Context: an optimization exercise on an open-source flow, tuned for small area and a short achievable clock period. The choices shown serve that exercise and are no tape-out recipe. Only simulation tests tie the RTL to the original design; equivalence was not proved. Power and IR drop assume default switching activity.

Setup of the baseline:
// compute_array
module compute_array (
    input clk, clear,
    input [3:0] tile_opcode,
    input [63:0] value_a, value_b,
    output [63:0] wire_out
);
export LEC_CHECK = 0
export CAP_MARGIN = 20
export CORE_MARGIN = 2
export CORE_UTILIZATION = 40
export SETUP_SLACK_MARGIN = 3.5
export SLEW_MARGIN = 20
export SYNTH_HIERARCHICAL = 1
export SYNTH_MINIMUM_KEEP_SIZE = 0
create_clock -name core_clock -period 16.0 [get_ports {clk}]
standard.sh (not shown) runs the stock make flow with config.mk's settings and CLKGATE_MAP_FILE= SYNTH_SCRIPT=/design/flow/synth_recipe.tcl, a recipe that flattens the netlist after the stock synthesis.
==> flow/flow/run.sh <==
#!/bin/bash
# The standard layout (the standard.sh: standard synthesis, then ORFS to
# finish) with two changes:
# - the port buffers are sky130_fd_sc_hd__buf_1 cells in place of the delay
#   buffers buffer_ports picks by default;
# - before floorplanning, flow/downsize.tcl sets the combinational cells that
#   synthesis sized up back to drive strength 1 (repair sizes up again).
set -euo pipefail
here=$(pwd)
bash standard.sh synth > synth_flow.log 2>&1
bash standard.sh BUFFER_PORTS_ARGS="-buffer_cell sky130_fd_sc_hd__buf_1" \
    PRE_FLOORPLAN_TCL="$here/flow/downsize.tcl" finish > layout_flow.log 2>&1
==> flow/flow/downsize.tcl <==
# Before floorplanning: put every combinational cell that synthesis sized up
# back to its drive-strength-1 variant of the same function. The resizer's
# repair steps later size up again what slew, capacitance or timing need.
set db [ord::get_db]
set block [ord::get_db_block]
set n 0
foreach inst [$block getInsts] {
  set name [[$inst getMaster] getName]
  if { [regexp {^(sky130_fd_sc_hd__[a-z0-9]+)_([0-9]+)$} $name -> base drv] && $drv > 1 } {
    if { [string match "*__df*" $base] || [string match "*__sdf*" $base] || [string match "*__edf*" $base] } {
      continue
    }
    set master [$db findMaster ${base}_1]
    if { $master != "NULL" } {
      $inst swapMaster $master
      incr n
    }
  }
}
puts "downsize.tcl: $n instances set to drive strength 1"
diff inputs: the baseline => the candidate
# the baseline
export LEC_CHECK = 0
export CAP_MARGIN = 20
export CORE_MARGIN = 2
export CORE_UTILIZATION = 40
export SETUP_SLACK_MARGIN = 3.5
export SLEW_MARGIN = 20
export SYNTH_HIERARCHICAL = 1
export SYNTH_MINIMUM_KEEP_SIZE = 0
create_clock -name core_clock -period 16.0 [get_ports {clk}]
# the candidate
export LEC_CHECK = 0
export CAP_MARGIN = 20
export CORE_MARGIN = 2
export CORE_UTILIZATION = 40
export SETUP_SLACK_MARGIN = 3.9
export SLEW_MARGIN = 20
export SYNTH_HIERARCHICAL = 1
export SYNTH_MINIMUM_KEEP_SIZE = 0
create_clock -name core_clock -period 16.0 [get_ports {clk}]
### Flow results
Compared the candidate vs the baseline, and fraction of met2 tracks used by global routing is up in the candidate. Routed wire length (lower): the baseline. The baseline → the candidate: number of non-clock buffers went up by 43, timing-limited maximum frequency went up by about 2.5%, cell area went up by about 2.4%, total power went up by about 2%, number of gates resized after cts went up by 30. The baseline -> the candidate: final-report max-slew violation count delta 0, exact match. The higher net switching power figure came out of the candidate. Both conditions hold for the candidate: the flow ran to the end and the final layout passed the timing, DRC and antenna checks. Layout net count for the candidate is higher than for the baseline. There was hardly any difference in wire length of the first global-routing pass between the candidate and the baseline.

* * *

Another version of the RTL of compute_array (not shown whole).
Size: about 200 I/O pins.
export LEC_CHECK = 0
export CAP_MARGIN = 20
export CORE_MARGIN = 2
export CORE_UTILIZATION = 40
export SETUP_SLACK_MARGIN = 4.0
export SLEW_MARGIN = 20
export SYNTH_HIERARCHICAL = 1
export SYNTH_MINIMUM_KEEP_SIZE = 0
create_clock -name core_clock -period 16.0 [get_ports {clk}]
Scripts as last shown in full above: flow/flow/run.sh, flow/flow/downsize.tcl
Change:
- CAP_MARGIN: 20 -> 0
- CTS_BUF_LIST: not set -> sky130_fd_sc_hd__clkbuf_8
- SETUP_SLACK_MARGIN: 4.0 -> 3.7
- SLEW_MARGIN: 20 -> 0
The changed run finished with timing, DRC and antenna clean.
Clock skew rose by 0.013 ns.
Core utilization fell by 1.9 points.
Critical path depth goes down by 2.

static timing again, ports no longer ideal:
The results above use ideal ports. As a check the final layouts listed here were re-extracted and re-timed, cells and wires unchanged.
Step 1, drivers: a clkbuf_16 drives clk and a buf_2 each remaining input, both assumed.
Step 2 adds t to the input delays and takes it off the output delays; t is the mean of the earliest and latest rising clock arrival at the registers after step 1. Input paths then give back, and output paths get back, about the clock's delay inside the block.
Three values: ideal, step 1, step 2; two values: the first two.
| run | t, ns | slack for setup (ns) | worst register clock-pin slew, ns |
|---|---|---|---|
| the baseline | 0.446 | 3.894 / 3.875 / 3.875 | 0.08 / 0.08 |
| the candidate | 0.446 | 4.191 / 4.170 / 4.170 | 0.09 / 0.09 |
| the first run of note 2 | 0.439 | 4.201 / 4.181 / 4.181 | 0.07 / 0.07 |
| the second run of note 2 | 0.496 | 3.990 / 3.963 / 3.963 | 0.11 / 0.11 |
After both steps every run listed still meets setup and hold. The setup slack of the second run of note 2, which loses most, moves by -0.027 ns with the drivers and by -0.027 ns with both steps.
